This is an optimization exercise on Yosys and OpenROAD, whose aim is small area, a short achievable clock period and few clock cycles, not a production implementation.
The RTL was checked by simulation tests, not by an equivalence proof against the original design.
The flow treats the clock pin as an ideal source. Dropping or thinning the clock tree relies on that and would not hold on a real chip.
Power figures rest on the tool's default switching activity, not on a simulated workload.

job 3316:
==> flow/design.v <==
module performance_counter #(
    parameter COUNTER_WIDTH = 16
) (
    input  logic                        clk,
    input  logic                        rst_n,
    input  logic                        block_completed,
    output logic [COUNTER_WIDTH-1:0]    blocks_processed,
    output logic [COUNTER_WIDTH-1:0]    cycles_elapsed
);
    logic [COUNTER_WIDTH-1:0] blocks_next;
    assign blocks_next = rst_n ? blocks_processed + 1'b1 : '0;
    always_ff @(posedge clk) begin
        if (block_completed || !rst_n)
            blocks_processed <= blocks_next;
    end
    always_ff @(posedge clk) begin
        if (!rst_n)
            cycles_elapsed <= '0;
        else
            cycles_elapsed <= cycles_elapsed + 1'b1;
    end
endmodule
module encrypt_engine #(
    parameter BLOCK_WIDTH = 32
) (
    input  logic [BLOCK_WIDTH-1:0]  data_in,
    output logic [BLOCK_WIDTH-1:0]  data_out
);
    localparam logic [8*32-1:0] KEYS = {
        32'h55555555, 32'hAAAAAAAA, 32'h76543210, 32'hFEDCBA98,
        32'h9ABCDEF0, 32'h12345678, 32'hCAFEBABE, 32'hDEADBEEF
    };
    always_comb begin
        data_out = data_in;
        for (int r = 0; r < 8; r++) begin
            data_out = data_out ^ KEYS[r*32 +: 32];
            data_out = {data_out[BLOCK_WIDTH-2:0], data_out[BLOCK_WIDTH-1]};
        end
    end
endmodule
module crypto_accelerator_top #(
    parameter BLOCK_WIDTH = 32,
    parameter COUNTER_WIDTH = 16
) (
    input  logic                        clk,
    input  logic                        rst_n,
    input  logic [BLOCK_WIDTH-1:0]      data_in,
    input  logic                        data_in_valid,
    output logic                        data_in_ready,
    output logic [BLOCK_WIDTH-1:0]      data_out,
    output logic                        data_out_valid,
    input  logic                        data_out_ready,
    output logic [COUNTER_WIDTH-1:0]    blocks_processed,
    output logic [COUNTER_WIDTH-1:0]    cycles_elapsed
);
    logic [BLOCK_WIDTH-1:0] encrypted;
    logic [BLOCK_WIDTH-1:0] skid_data;
    logic                   skid_valid;    
    logic                   in_ready;      
    logic                   out_empty;     
    logic                   out_load;
    encrypt_engine #(.BLOCK_WIDTH(BLOCK_WIDTH)) u_encrypt_engine (
        .data_in  (data_in),
        .data_out (encrypted)
    );
    assign data_in_ready = in_ready;
    assign out_load = out_empty || data_out_ready;
    always_ff @(posedge clk) begin
        if (!rst_n) begin
            data_out_valid <= 1'b0;
            out_empty      <= 1'b1;
            skid_valid     <= 1'b0;
            in_ready       <= 1'b1;
        end else if (out_load) begin
            data_out_valid <= skid_valid || data_in_valid;
            out_empty      <= !(skid_valid || data_in_valid);
            skid_valid     <= 1'b0;
            in_ready       <= 1'b1;
        end else if (!skid_valid) begin
            skid_valid     <= data_in_valid;
            in_ready       <= !data_in_valid;
        end
    end
    always_ff @(posedge clk) begin
        if (out_load)
            data_out <= skid_valid ? skid_data : encrypted;
    end
    always_ff @(posedge clk) begin
        if (!skid_valid)
            skid_data <= encrypted;
    end
    performance_counter #(.COUNTER_WIDTH(COUNTER_WIDTH)) u_performance_counter (
        .clk              (clk),
        .rst_n            (rst_n),
        .block_completed  (!out_empty && data_out_ready),
        .blocks_processed (blocks_processed),
        .cycles_elapsed   (cycles_elapsed)
    );
endmodule
Settings: LEC_CHECK=0, CAP_MARGIN=20, CORE_MARGIN=2, CORE_UTILIZATION=35, PLACE_DENSITY=0.75, SLEW_MARGIN=20; clock period 6.0 ns.
standard.sh (not shown) runs the stock make flow with config.mk's settings and CLKGATE_MAP_FILE= SYNTH_SCRIPT=/design/flow/synth_recipe.tcl, a recipe that flattens the netlist after the stock synthesis.
==> flow/flow/run.sh <==
#!/bin/bash
# Own layout flow: the standard ORFS flow (standard.sh) with
#  - every input and output port buffered by a plain sky130_fd_sc_hd__buf_1
#    (timing repair sizes it as needed) instead of the delay buffer
#    buffer_ports picks by default;
#  - ORFS's cts step replaced by flow/cts.tcl: a balanced one-level clock
#    tree (the clock port drives 4 clkbuf_16, each driving a cluster of
#    flip-flops), then setup repair aiming at REPAIR_MARGIN ns of slack;
#  - the same setup margin for the repair after global routing.
# Each step's output goes to its own log in the work folder (flow_place.log,
# flow_cts.log, flow_finish.log); ORFS's steps also keep their logs under
# orfs/logs/.
set -euo pipefail
REPAIR_MARGIN=${REPAIR_MARGIN:-4.0}
export BUFFER_PORTS_ARGS="-buffer_cell sky130_fd_sc_hd__buf_1"
bash standard.sh place > flow_place.log 2>&1
RESULTS_DIR=orfs/results/$FLOW_PLATFORM/crypto_accelerator_top/base \
PLATFORM_DIR=$FLOW_HOME/platforms/$FLOW_PLATFORM \
CTS_CLOCK_PORT=clk CTS_NBUF=4 CTS_BUF_CELL=sky130_fd_sc_hd__clkbuf_16 \
CTS_REPAIR_MARGIN=$REPAIR_MARGIN \
  openroad -no_init -exit flow/cts.tcl > flow_cts.log 2>&1
export SETUP_SLACK_MARGIN=$REPAIR_MARGIN
bash standard.sh > flow_finish.log 2>&1
==> flow/flow/cts.tcl <==
# Clock tree step, in place of ORFS's cts step: a one-level tree in which the
# clock port drives CTS_NBUF buffers (CTS_BUF_CELL), each driving the
# flip-flops of one cluster (k-means on the flip-flop positions). The tree is
# balanced: every flip-flop is one buffer from the port. Then setup repair
# aiming at CTS_REPAIR_MARGIN ns of slack, hold repair, and legalization.
# Reads 3_place.odb/.sdc and writes 4_1_cts.odb and 4_cts.sdc in RESULTS_DIR.
set P $::env(PLATFORM_DIR)
set R $::env(RESULTS_DIR)
read_liberty $P/lib/sky130_fd_sc_hd__tt_025C_1v80.lib
read_db $R/3_place.odb
read_sdc $R/3_place.sdc
source $P/setRC.tcl
set_dont_use [list sky130_fd_sc_hd__probe_p_8 sky130_fd_sc_hd__probec_p_8 sky130_fd_sc_hd__lpflow_*]

set block [ord::get_db_block]
set clknet [[$block findBTerm $::env(CTS_CLOCK_PORT)] getNet]
set sinks {}
foreach it [$clknet getITerms] {
  set inst [$it getInst]
  lappend sinks [list $it {*}[$inst getLocation]]
}
set n [llength $sinks]
set k $::env(CTS_NBUF)
puts "clock sinks: $n, clusters: $k"
# k-means, seeded with sinks sorted by angle around the centroid
set cx 0; set cy 0
foreach s $sinks { set cx [expr {$cx + [lindex $s 1]}]; set cy [expr {$cy + [lindex $s 2]}] }
set cx [expr {$cx / double($n)}]; set cy [expr {$cy / double($n)}]
set sorted [lsort -real -index 3 [lmap s $sinks { list {*}$s [expr {atan2([lindex $s 2]-$cy, [lindex $s 1]-$cx)}] }]]
set cent {}
for {set c 0} {$c < $k} {incr c} {
  set s [lindex $sorted [expr {int(($c + 0.5) * $n / $k)}]]
  lappend cent [list [lindex $s 1] [lindex $s 2]]
}
for {set iter 0} {$iter < 50} {incr iter} {
  set sumx [lrepeat $k 0.0]; set sumy [lrepeat $k 0.0]; set cnt [lrepeat $k 0]
  set assign {}
  foreach s $sorted {
    set best 0; set bd 1e30
    for {set c 0} {$c < $k} {incr c} {
      set d [expr {abs([lindex $s 1]-[lindex $cent $c 0]) + abs([lindex $s 2]-[lindex $cent $c 1])}]
      if {$d < $bd} { set bd $d; set best $c }
    }
    lappend assign $best
    lset sumx $best [expr {[lindex $sumx $best] + [lindex $s 1]}]
    lset sumy $best [expr {[lindex $sumy $best] + [lindex $s 2]}]
    lset cnt $best [expr {[lindex $cnt $best] + 1}]
  }
  for {set c 0} {$c < $k} {incr c} {
    if {[lindex $cnt $c] > 0} {
      lset cent $c [list [expr {[lindex $sumx $c] / [lindex $cnt $c]}] [expr {[lindex $sumy $c] / [lindex $cnt $c]}]]
    }
  }
}
puts "cluster sizes: $cnt"
set master [[ord::get_db] findMaster $::env(CTS_BUF_CELL)]
set bufs {}
for {set c 0} {$c < $k} {incr c} {
  set inst [odb::dbInst_create $block $master "clkbuf_leaf_$c"]
  set net [odb::dbNet_create $block "clknet_leaf_$c"]
  $net setSigType CLOCK
  [$inst findITerm A] connect $clknet
  [$inst findITerm X] connect $net
  $inst setLocation [expr {int([lindex $cent $c 0])}] [expr {int([lindex $cent $c 1])}]
  $inst setPlacementStatus PLACED
  lappend bufs $net
}
foreach s $sorted a $assign {
  set it [lindex $s 0]
  $it disconnect
  $it connect [lindex $bufs $a]
}
$clknet setSigType CLOCK
detailed_placement
set_propagated_clock [all_clocks]
estimate_parasitics -placement
report_clock_latency
report_worst_slack -max -digits 3
repair_timing -setup -setup_margin $::env(CTS_REPAIR_MARGIN) -repair_tns 100 -match_cell_footprint -verbose
repair_timing -hold -hold_margin 0 -match_cell_footprint -verbose
detailed_placement
check_placement -verbose
estimate_parasitics -placement
report_clock_latency
report_worst_slack -max -digits 3
report_checks -group_path_count 5 -format end
write_db $R/4_1_cts.odb
write_sdc -no_timestamp $R/4_cts.sdc
Testbench counts of job 3316, summed over its fixed seeds: cycles 11,071.
Inputs modified between job 3316 and job 9974:
Settings: removing PLACE_DENSITY (formerly 0.75).
Results
Job 3316 and job 9974 ended up with roughly the same cell internal power dissipation.
The met3 capacity usage during global routing of job 9974 exceeds that of job 3316 by 1.1 points.
Every run in the comparison, job 9974 and job 3316, completed the flow with a clean layout.
Higher wire length goes to job 3316 over job 9974.
Edits applied to the flow inputs when going from job 9974 to job 4455:
Settings: swapping 35 for 55 in CORE_UTILIZATION.
diff --git a/flow/flow/run.sh b/flow/flow/run.sh
--- a/flow/flow/run.sh
+++ b/flow/flow/run.sh
@@ -12,5 +12,5 @@
 # orfs/logs/.
 set -euo pipefail
-REPAIR_MARGIN=${REPAIR_MARGIN:-4.0}
+REPAIR_MARGIN=${REPAIR_MARGIN:-4.3}
 export BUFFER_PORTS_ARGS="-buffer_cell sky130_fd_sc_hd__buf_1"
 bash standard.sh place > flow_place.log 2>&1
--- outcome ---
Re clock network fraction of total power: job 4455 is 1.6 points down on job 9974. Going from job 9974 to job 4455, via count shows an increase of 322, final worst-path cycle share shows a reduction of 0.38 points. Row routed wire length: job 4455 higher / job 9974 lower. Taking job 9974 as the reference point, the placed cell area of job 4455 falls by 1.8%. In the floorplan summary, job 4455 is listed with a die area less than that of job 9974. Summary of job 4455 over job 9974: total power shows an increase of about 4.4%; worst hold slack shows an increase of 0.0061 ns.
What job 257 does differently from job 4455 at the input level:
Settings: PLACE_DENSITY now 0.45, previously not set; CORE_UTILIZATION now 35, was 55.
diff --git a/flow/flow/run.sh b/flow/flow/run.sh
--- a/flow/flow/run.sh
+++ b/flow/flow/run.sh
@@ -12,5 +12,5 @@
 # orfs/logs/.
 set -euo pipefail
-REPAIR_MARGIN=${REPAIR_MARGIN:-4.3}
+REPAIR_MARGIN=${REPAIR_MARGIN:-4.0}
 export BUFFER_PORTS_ARGS="-buffer_cell sky130_fd_sc_hd__buf_1"
 bash standard.sh place > flow_place.log 2>&1
--- outcome ---
On worst IR drop on VDD, job 257 does better than job 4455. Job 257 — relative contribution of sequential cells to total power 3.2 points higher, job 4455 as reference. The storage element area reported for job 257 is smaller than that of job 4455 by about 1.3%. What job 4455 reported for die span in x has to be multiplied by 1.2 to get the figure for job 257. Diff job 4455 -> job 257: leakage power has decreased, routed wire length has decreased.
In every run of this note, the design's own scripts or RTL, not TritonCTS, make the clock network.

afterwards: timing with drivers on the ports:
How much do the figures lean on ideal ports? The routed layouts below were timed once more, with nothing changed but the port constraints. Step 1 (the two cells are an assumption about what drives the block):
set clk [get_ports {clk}]
set_driving_cell -lib_cell sky130_fd_sc_hd__clkbuf_16 $clk
set_driving_cell -lib_cell sky130_fd_sc_hd__buf_2 [delete_from_list [all_inputs] $clk]
Step 2 moves the port delays by t, midway between the first and last clock arrival at a register: inputs arrive t later, outputs are due t later. That takes back most of the time a late clock gives input paths. Slacks: no drivers / after step 1 / after step 2; pairs: no drivers / after step 1.
run | t, ns | setup slack, ns | latest minus earliest clock arrival (ns) | pins driven straight from the clock port
job 3316 | 0.231 | 4.020 / 3.945 / 3.873 | 0.011 / 0.012 | 4
job 9974 | 0.235 | 4.041 / 3.964 / 3.869 | 0.018 / 0.017 | 4
job 4455 | 0.225 | 4.064 / 3.992 / 3.876 | 0.031 / 0.032 | 4
job 257 | 0.231 | 4.027 / 3.951 / 3.884 | 0.019 / 0.018 | 4
After both steps setup and hold are still met in every run listed. The setup slack of job 4455, which loses most, moves by -0.072 ns with the drivers and by -0.188 ns with both steps.
